What follows belongs to an exercise in optimizing a design on an open flow for small area; a production flow would make more cautious choices. Power is estimated from default activity; no workload was simulated.

==> flow/design.v <==
`timescale 1ns / 1ps
module top_module(
    input  wire        clkr,
    input  wire        rst,
    input  wire        rxr,
    input  wire [4:0]  btnr,
    output wire        spr,
    output wire [7:0]  hr,
    output wire [7:0]  mr,
    output wire [4:0]  date,
    output wire [4:0]  month,
    output wire [7:0]  year,
    output wire [6:0]  seg,
    output wire [3:0]  an,
    output wire        dp
);
    function [6:0] l7;       
        input [6:0] s;
        l7 = {s[5:0], s[6] ^ s[5]};
    endfunction
    function [6:0] l7n;      
        input [6:0] s;
        input integer n;
        integer i;
        begin
            l7n = s;
            for (i = 0; i < n; i = i + 1) l7n = l7(l7n);
        end
    endfunction
    function [5:0] l6;       
        input [5:0] s;
        l6 = {s[4:0], s[5] ^ s[4]};
    endfunction
    function [5:0] l6n;
        input [5:0] s;
        input integer n;
        integer i;
        begin
            l6n = s;
            for (i = 0; i < n; i = i + 1) l6n = l6(l6n);
        end
    endfunction
    function [3:0] l4;       
        input [3:0] s;
        l4 = {s[2:0], s[3] ^ s[2]};
    endfunction
    function [3:0] l4n;
        input [3:0] s;
        input integer n;
        integer i;
        begin
            l4n = s;
            for (i = 0; i < n; i = i + 1) l4n = l4(l4n);
        end
    endfunction
    reg [4:0] bs;
    reg [4:0] bp;
    always @(posedge clkr) begin
        bs[2] <= btnr[2];
        bp <= bs;
        if (rst) begin
            bs[4:3] <= 2'b0;
            bs[1:0] <= 2'b0;
        end else begin
            bs[4:3] <= btnr[4:3];
            bs[1:0] <= btnr[1:0];
        end
    end
    wire te  = bs[0] & ~bp[0];
    wire de  = bs[1] & ~bp[1];
    wire sws = bs[2];
    wire sre = bs[3] & ~bp[3];
    wire sse = bs[4] & ~bp[4];
    reg [7:0] tc;
    reg       tb;
    wire tx_idle = tc[7] & tc[5] & tc[0] & ~tc[6];      
    always @(posedge clkr) begin
        if (rst)
            tc <= 8'd161;
        else if (tx_idle) begin
            if (te | de) begin
                tc <= 8'd254;
                tb <= ~te;
            end
        end else
            tc <= tc + 8'd1;
    end
    assign spr = (tc[7] & (tc[6] | tc[5] | tc[4])) | ((tc[7:4] == 4'd1) & tb);
    reg [7:0] rc;
    reg [7:0] sr;
    wire rx_done = rc[7] & rc[4] & rc[3] & rc[1];        
    always @(posedge clkr) begin
        if (rst | rx_done)
            rc <= 8'd0;
        else if (rc != 8'd0 || !rxr)
            rc <= rc + 8'd1;
    end
    always @(posedge clkr)
        if (rc[3:0] == 4'd8 && !(rc[7] & rc[4]))
            sr <= {rxr, sr[7:1]};
    localparam [6:0] ZT = 7'h7f;
    localparam [6:0] RT = l7n(ZT, 28);
    reg [6:0] lf;
    reg [3:0] cd;
    wire zt = (lf == ZT);
    wire t10 = zt & ~(cd[3] & cd[2]);
    wire t1  = zt & cd[3] & cd[0] & ~cd[2];
    always @(posedge clkr) begin
        if (rst) begin
            lf <= ZT;
            cd <= 4'd15;
        end else begin
            lf <= zt ? RT : l7(lf);
            if (zt) cd <= (cd[3] & cd[0] & ~cd[2]) ? 4'd0 : cd + 4'd1;
        end
    end
    reg [1:0] wcnt;       
    reg       wdate;      
    reg [4:0] hr_r;
    reg [5:0] mr_r, sec_r;
    reg [4:0] date_r, month_r;
    reg [7:0] year_r;
    assign hr = {3'b0, hr_r};
    assign mr = {2'b0, mr_r};
    assign date = date_r;
    assign month = month_r;
    assign year = year_r;
    wire [7:0] sr_g = sr & {8{~rst}};
    wire idle_w  = (wcnt == 2'd0);
    wire ld      = rx_done & ~idle_w;
    wire ld_hr   = rst | (ld & ~wdate & (wcnt == 2'd3));
    wire ld_mr   = rst | (ld & ~wdate & (wcnt == 2'd2));
    wire ld_sec  = rst | (ld & ~wdate & (wcnt == 2'd1));
    wire ld_date = rst | (ld &  wdate & (wcnt == 2'd3));
    wire ld_mon  = rst | (ld &  wdate & (wcnt == 2'd2));
    wire ld_year = rst | (ld &  wdate & (wcnt == 2'd1));
    wire tick    = idle_w & ~(te | de) & t1;
    wire sec_w   = (sec_r == 6'd59);
    wire mr_w    = (mr_r == 6'd59);
    wire hr_w    = (hr_r == 5'd23);
    always @(posedge clkr) begin
        if (rst)
            wcnt <= 0;
        else if (idle_w) begin
            if (te | de) begin
                wcnt <= 2'd3;
                wdate <= ~te;
            end
        end else if (rx_done)
            wcnt <= wcnt - 2'd1;
    end
    always @(posedge clkr) begin
        if (ld_date) date_r <= sr_g[4:0];
        if (ld_mon) month_r <= sr_g[4:0];
        if (ld_year) year_r <= sr_g;
        if (ld_sec) sec_r <= sr_g[5:0];
        else if (tick) sec_r <= sec_w ? 6'd0 : sec_r + 6'd1;
        if (ld_mr) mr_r <= sr_g[5:0];
        else if (tick & sec_w) mr_r <= mr_w ? 6'd0 : mr_r + 6'd1;
        if (ld_hr) hr_r <= sr_g[4:0];
        else if (tick & sec_w & mr_w) hr_r <= hr_w ? 5'd0 : hr_r + 5'd1;
    end
    localparam [3:0] T9 = 4'hf;
    localparam [3:0] T0 = l4n(T9, 6);
    reg       running;
    reg [3:0] ts;
    reg [5:0] ss, sm;
    always @(posedge clkr) begin
        if (rst | sre) begin
            running <= 0;
            ts <= T0; ss <= 0; sm <= 0;
        end else begin
            if (sse) running <= ~running;
            if (running & t10) begin
                if (ts == T9) begin
                    ts <= T0;
                    if (ss == 6'd59) begin
                        ss <= 0;
                        sm <= (sm == 6'd59) ? 6'd0 : sm + 6'd1;
                    end else
                        ss <= ss + 6'd1;
                end else
                    ts <= l4(ts);
            end
        end
    end
    reg mode;
    always @(posedge clkr) begin
        if (rst) mode <= 0;
        else if (te) mode <= 0;
        else if (de) mode <= 1;
    end
    localparam [5:0] WD = 6'h3f;
    localparam [5:0] D0 = l6n(WD, 13);
    reg [5:0] dc;
    reg [1:0] ds;
    always @(posedge clkr) begin
        if (rst) begin
            dc <= D0; ds <= 0;
        end else if (dc == WD) begin
            dc <= D0; ds <= ds + 2'd1;
        end else
            dc <= l6(dc);
    end
    reg [5:0] v;
    always @(*) begin
        if (sws)       v = ds[1] ? sm : ss;
        else if (mode) v = ds[1] ? {1'b0, date_r} : {1'b0, month_r};
        else           v = ds[1] ? {1'b0, hr_r} : mr_r;
    end
    wire [3:0] digit = ds[0] ? (v / 6'd10) : (v % 6'd10);
    reg [6:0] sg;
    always @(*) begin
        case (digit)
            4'd0: sg = 7'b1000000;
            4'd1: sg = 7'b1111001;
            4'd2: sg = 7'b0100100;
            4'd3: sg = 7'b0110000;
            4'd4: sg = 7'b0011001;
            4'd5: sg = 7'b0010010;
            4'd6: sg = 7'b0000010;
            4'd7: sg = 7'b1111000;
            4'd8: sg = 7'b0000000;
            4'd9: sg = 7'b0010000;
            default: sg = 7'b1111111;
        endcase
    end
    assign seg = sg;
    assign an = ~(4'b0001 << ds);
    assign dp = 1'b1;
endmodule
export LEC_CHECK = 0
export CAP_MARGIN = 20
export CORE_MARGIN = 2
export CORE_UTILIZATION = 40
export SLEW_MARGIN = 20
create_clock -name core_clock -period 10.0 [get_ports {clkr}]
standard.sh (not shown) runs the stock make flow with config.mk's settings and CLKGATE_MAP_FILE= SYNTH_SCRIPT=/design/flow/synth_recipe.tcl, a recipe that flattens the netlist after the stock synthesis.
==> flow/flow/run.sh <==
#!/bin/bash
# Standard ORFS layout (standard.sh, unchanged synthesis) with smaller port buffers
# and a lighter clock tree. Each tool's output goes to its own log file here.
set -euo pipefail
export BUFFER_PORTS_ARGS="-buffer_cell sky130_fd_sc_hd__buf_1"
bash standard.sh > standard_make.log 2>&1
The starting point ran to the end with no violations.
Next try:
==> flow/flow/run.sh (replaced) <==
#!/bin/bash
# Standard ORFS layout (standard.sh, unchanged synthesis) with smaller port buffers
# and a clock tree without dummy loads. Each tool's output goes to its own log file here.
set -euo pipefail
export BUFFER_PORTS_ARGS="-buffer_cell sky130_fd_sc_hd__buf_1"
export CTS_ARGS="-sink_clustering_enable -repair_clock_nets -dont_use_dummy_load -buf_list sky130_fd_sc_hd__clkbuf_8 -sink_clustering_size 30"
bash standard.sh > standard_make.log 2>&1
Effect: The changed run finished clean. Design area fell by 3.7%. Die area stays the same. Global-route usage fell by 0.28 points. Sequential share of layout area rose by 1.7 points.
Next try:
--- a/flow/flow/run.sh
+++ b/flow/flow/run.sh
@@ -4,4 +4,5 @@
 set -euo pipefail
 export BUFFER_PORTS_ARGS="-buffer_cell sky130_fd_sc_hd__buf_1"
+export RECOVER_POWER=100
 export CTS_ARGS="-sink_clustering_enable -repair_clock_nets -dont_use_dummy_load -buf_list sky130_fd_sc_hd__clkbuf_8 -sink_clustering_size 30"
 bash standard.sh > standard_make.log 2>&1
Result:
- The changed run finished but fails on capacitance limit, slew limit
- worst hold slack barely changes
- global-route usage does not change
- non-clock buffer count stays the same
- cell count is unchanged
- via count hardly moves
- wire length is about the same
- area after synthesis does not change
- setup slack got worse by 0.55 ns
- register-to-register slack got worse by 0.04 ns
- fmax falls by 8.0%
Next try:
--- a/flow/flow/run.sh
+++ b/flow/flow/run.sh
@@ -4,5 +4,4 @@
 set -euo pipefail
 export BUFFER_PORTS_ARGS="-buffer_cell sky130_fd_sc_hd__buf_1"
-export RECOVER_POWER=100
 export CTS_ARGS="-sink_clustering_enable -repair_clock_nets -dont_use_dummy_load -buf_list sky130_fd_sc_hd__clkbuf_8 -sink_clustering_size 30"
 bash standard.sh > standard_make.log 2>&1
Settings changed: CORE_UTILIZATION 40 to 70, PLACE_DENSITY from default to 0.8.
Now the flow completed without violations.
Core utilization came out higher by 32 points.
Final area came out lower by 1.2%.
Clock-buffer cell count does not change.
Hold slack gets better by 0.015 ns.
Sequential cell count is unchanged.
Area after synthesis is unchanged.
Power hardly moves.
No run of this note included a check of the RTL's function; only the layout flow was run.

[afterwards: timing with drivers on the ports]
In the flow no input, the clock included, has a driving cell. The finished layouts below were timed again as built, in two steps.
Step 1: set_driving_cell puts a clkbuf_16 on clkr and a buf_2 on each other input, an assumption about the parent block.
Step 2 also shifts input and output timing later by t, the mid clock arrival at the registers, as if the neighbouring blocks saw the same clock.
Slacks: ideal ports / drivers / drivers and shift; pairs: ideal ports / drivers.
run | shift t [ns] | slack for setup (ns) | cell pins on the clock port's net
the first run | 0.384 | 3.714 / 3.678 / 4.061 | 1
the second run | 0.394 | 3.709 / 3.678 / 4.072 | 1
the third run | 0.394 | 3.160 / 3.129 / 3.523 | 1
the fourth run | 0.376 | 3.674 / 3.642 / 4.018 | 1
